From an optimization exercise on the open Yosys and OpenROAD flow, aimed at small area, a short achievable clock period and few clock cycles per item; shortcuts taken in it are not production practice. Function was checked by simulation only, so behaviour that the tests miss may differ from the original.

## build 96
// systolic_array_integration
module systolic_array_integration #(
    parameter DATA_WIDTH = 32,
    parameter M = 3
) (
    input  wire clk,
    input  wire reset,
    input  wire start,
    input  wire [M-1:0]              s_valid_w,
    output wire [M-1:0]              s_ready_w,
    input  wire [M*DATA_WIDTH-1:0]   s_data_w,
    input  wire [M-1:0]              s_valid_a,
    output wire [M-1:0]              s_ready_a,
    input  wire [M*DATA_WIDTH-1:0]   s_data_a,
    output wire [M*M*DATA_WIDTH-1:0] result_out,
    output reg done
);
For scale: roughly 18000 cells after synthesis, ~500 I/O pins, roughly 190000 sq um of cells after synthesis.
==> flow/config.mk <==
export PLATFORM = sky130hd
export DESIGN_NAME = systolic_array_integration
export DESIGN_NICKNAME = systolic_array_integration
export VERILOG_FILES = /design/flow/design.v
export SDC_FILE = /design/flow/constraint.sdc
export NUM_CORES = 4
export LEC_CHECK = 0
export CAP_MARGIN = 70
export CORE_MARGIN = 2
export CORE_UTILIZATION = 60
export PLACE_DENSITY = 0.75
export SLEW_MARGIN = 70
export SYNTH_HIERARCHICAL = 1
==> flow/constraint.sdc <==
create_clock -name core_clock -period 12.0 [get_ports {clk}]
set_input_delay 2.4000 -clock core_clock [delete_from_list [all_inputs] [get_ports {clk}]]
set_output_delay 2.4000 -clock core_clock [all_outputs]
set_load 0.01 [all_outputs]
standard.sh (not shown) runs the stock make flow with config.mk's settings and CLKGATE_MAP_FILE= SYNTH_SCRIPT=/design/flow/synth_recipe.tcl, a recipe that flattens the netlist after the stock synthesis.
==> flow/flow/run.sh <==
#!/bin/bash
# Layout flow: the standard layout (standard.sh, all ORFS steps from
# synthesis to the routed layout), except that the input and output port
# buffers are inserted as sky130_fd_sc_hd__buf_4 rather than the flow's
# default choice. Every port still gets its own buffer.
set -euo pipefail
export BUFFER_PORTS_ARGS="-buffer_cell sky130_fd_sc_hd__buf_4"
bash standard.sh > standard_flow.log 2>&1
Testbench counts of build 96, summed over its fixed seeds: cycles 3,360, items 480.
--- input diff build 96..trial 72 ---
diff --git a/flow/design.v b/flow/design.v
--- a/flow/design.v
+++ b/flow/design.v
@@ -1,23 +1,21 @@
 module PE (
     input  wire        clk,
     input  wire        reset,
     input  wire [31:0] a_next,  
     input  wire [5:0]  hv_next,  
     input  wire [31:0] w_next,   
-    output wire [31:0] a_now,   
     output reg  [31:0] result
 );
   wire [15:0] one, two, neg;
   skid_buffer booth (.clk(clk), .en(&hv_next), .w(w_next), .one(one), .two(two), .neg(neg));
   reg  [31:0] a;
   always @(posedge clk) a <= a_next;
-  assign a_now = a;
   reg  [31:0] acc0;
   reg  [30:0] acc1;
   reg  [30:0] acc2;
   reg  [9:0] acc_x;
   wire [30:0] ar0 = acc0[30:0];
   wire [30:0] ar1 = acc1;
   wire [30:0] ar2 = acc2;
   wire as31 = acc0[31];
   wire [31:0] pp0 = (({32{one[0]}} & a[31:0]) | ({32{two[0]}} & {a[30:0], 1'b0})) ^ {32{neg[0]}};
@@ -869,67 +867,57 @@
     integer i;
     always @(posedge clk) begin
         for (i = 0; i < 16; i = i + 1) begin
             one[i] <= en & (wx[2*i+1] ^ wx[2*i]);
             two[i] <= en & ((wx[2*i+2] & ~wx[2*i+1] & ~wx[2*i]) | (~wx[2*i+2] & wx[2*i+1] & wx[2*i]));
             neg[i] <= wx[2*i+2] & ~(wx[2*i+1] & wx[2*i]);
         end
     end
 endmodule
-module sync_fifo #(
-    parameter OWN_HEAD = 1
-) (
+module sync_fifo (
     input  wire        clk,
     input  wire        reset,
     input  wire        s_valid,
     output wire        s_ready,
     input  wire [31:0] s_data,
     input  wire        pop,
     output wire        hv_next,
     output wire        hold,
     output wire [31:0] head_next,
-    input  wire [31:0] head_in
+    output wire [31:0] head
 );
     reg [1:0]  taken;    
     reg        ready;    
     reg [1:0]  n;        
-    reg [31:0] q1, q2;
-    wire [31:0] q0;          
+    reg [31:0] q0, q1, q2;
     assign s_ready = ready;
-    wire       push   = s_valid & (taken != 2'd3);    
+    wire       push   = s_valid & s_ready;
     wire [1:0] m      = n - {1'b0, pop};    
     wire [1:0] n_next = m + {1'b0, push};
     assign hold      = n[1] | (n[0] & ~pop);    
     assign hv_next   = push | hold;              
     assign head_next = (push && m == 2'd0) ? s_data : (pop ? q1 : q0);
+    assign head      = q0;
     always @(posedge clk or posedge reset) begin
         if (reset) begin
             taken <= 2'd0;
             ready <= 1'b1;
             n     <= 2'd0;
         end else begin
             if (push) begin
                 taken <= taken + 2'd1;
                 ready <= (taken != 2'd2);
             end
             n <= n_next;
         end
     end
-    generate
-        if (OWN_HEAD) begin : own
-            reg [31:0] h;
-            always @(posedge clk) h <= head_next;
-            assign q0 = h;
-        end else begin : ext
-            assign q0 = head_in;
-        end
-    endgenerate
     always @(posedge clk) begin
+        q0 <= head_next;
         if (push && m == 2'd1)  q1 <= s_data;
         else if (pop)           q1 <= q2;
         if (push && m == 2'd2)  q2 <= s_data;
     end
 endmodule
 module systolic_array_integration #(
     parameter DATA_WIDTH = 32,
     parameter M = 3
 ) (
@@ -940,63 +928,59 @@
     output wire [M-1:0]              s_ready_w,
     input  wire [M*DATA_WIDTH-1:0]   s_data_w,
     input  wire [M-1:0]              s_valid_a,
     output wire [M-1:0]              s_ready_a,
     input  wire [M*DATA_WIDTH-1:0]   s_data_a,
     output wire [M*M*DATA_WIDTH-1:0] result_out,
     output reg done
 );
     wire [M-1:0] hvn_w, hvn_a;
-    wire [M-1:0] hold_unused_w, hold_unused_a;
-    wire [31:0]  hn_w [0:M-1];    
+    wire [31:0]  hn_w [0:M-1];
+    wire [31:0]  hn_w_unused [0:M-1];
     wire [31:0]  hn_a [0:M-1];
-    wire [31:0]  ha   [0:M-1];    
+    wire [31:0]  ha [0:M-1];
     wire [5:0]   hv_cell = {hvn_w, hvn_a} & {6{~reset}};
     reg  [1:0] step;       
     reg        fire;       
     reg        started;
+    wire       fire_next = (&hvn_w) & (&hvn_a) & ~reset;
     genvar i, j;
     generate
         for (i = 0; i < M; i = i + 1) begin : lane
-            sync_fifo #(.OWN_HEAD(1)) wq (
+            sync_fifo wq (
                 .clk(clk), .reset(reset),
                 .s_valid(s_valid_w[i]), .s_ready(s_ready_w[i]),
                 .s_data(s_data_w[i*32 +: 32]),
-                .pop(fire), .hv_next(hvn_w[i]), .hold(hold_unused_w[i]),
-                .head_next(hn_w[i]), .head_in(32'd0));
-            sync_fifo #(.OWN_HEAD(0)) aq (
+                .pop(fire), .hv_next(hvn_w[i]), .head_next(hn_w[i]),
+                .head(hn_w_unused[i]));
+            sync_fifo aq (
                 .clk(clk), .reset(reset),
                 .s_valid(s_valid_a[i]), .s_ready(s_ready_a[i]),
                 .s_data(s_data_a[i*32 +: 32]),
-                .pop(fire), .hv_next(hvn_a[i]), .hold(hold_unused_a[i]),
-                .head_next(hn_a[i]), .head_in(ha[i]));
+                .pop(fire), .hv_next(hvn_a[i]), .head_next(hn_a[i]),
+                .head(ha[i]));
         end
         for (i = 0; i < M; i = i + 1) begin : row
             for (j = 0; j < M; j = j + 1) begin : col
-                wire [31:0] a_now;
                 PE pe_unit (
                     .clk(clk), .reset(reset),
                     .a_next(hn_a[i]),
                     .hv_next(hv_cell), .w_next(hn_w[j]),
-                    .a_now(a_now),
                     .result(result_out[(i*M+j)*32 +: 32]));
-                if (j == 0) begin : head
-                    assign ha[i] = a_now;
-                end
             end
         end
     endgenerate
     always @(posedge clk or posedge reset) begin
         if (reset) begin
             step    <= 2'd0;
             fire    <= 1'b0;
             started <= 1'b0;
             done    <= 1'b0;
         end else begin
-            fire <= &hv_cell;
+            fire <= fire_next;
             if (fire) step <= step + 2'd1;
             if (start) started <= 1'b1;
             if ((start | started) && step == 2'd3)
                 done <= 1'b1;
         end
     end
 endmodule
Findings:
Trial 72: PASS, flow complete, no timing, DRC or antenna violations
On width of the die, trial 72 and build 96 are neck and neck.
Last element of the critical path: row[2].col[0].pe_unit.booth.two[9] -> trial 72, s_ready_w[1] -> build 96
Against build 96, the final cell area of trial 72 is higher.
For build 96, the classification of the worst setup path was flop to primary output, unlike trial 72, where it was flop to flop.
Trial 72 vs build 96 on share of the cycle needed by the critical path after routing: trial 72 is the higher one.
As far as total count of hold-check failures in the final report is concerned, trial 72 and build 96 perform about the same.
Testbench counts of trial 72, summed over its fixed seeds: cycles 3,360, items 480.

-- separate check: timing with driven ports --
How much do the figures lean on ideal ports? The routed layouts below were timed once more, with nothing changed but the port constraints.
Step 1 assumes that a clkbuf_16 drives the clock port and a buf_2 every other input.
Step 2 times the ports against the registers' clock, not the clock port: input delays grow and output delays shrink by t, the midpoint of the rising clock arrivals with the driver on.
Slacks: ideal ports / drivers / drivers and shift; pairs: ideal ports / drivers.
run | shift t [ns] | slack for setup (ns) | worst slew at a driven data input, ns
build 96 | 1.053 | 7.793 / 7.678 / 7.072 | 0.31
trial 72 | 1.054 | 7.741 / 7.741 / 6.980 | 0.26
After both steps setup and hold are still met in every run listed. The setup slack of trial 72, which loses most, moves by 0.000 ns with the drivers and by -0.761 ns with both steps.
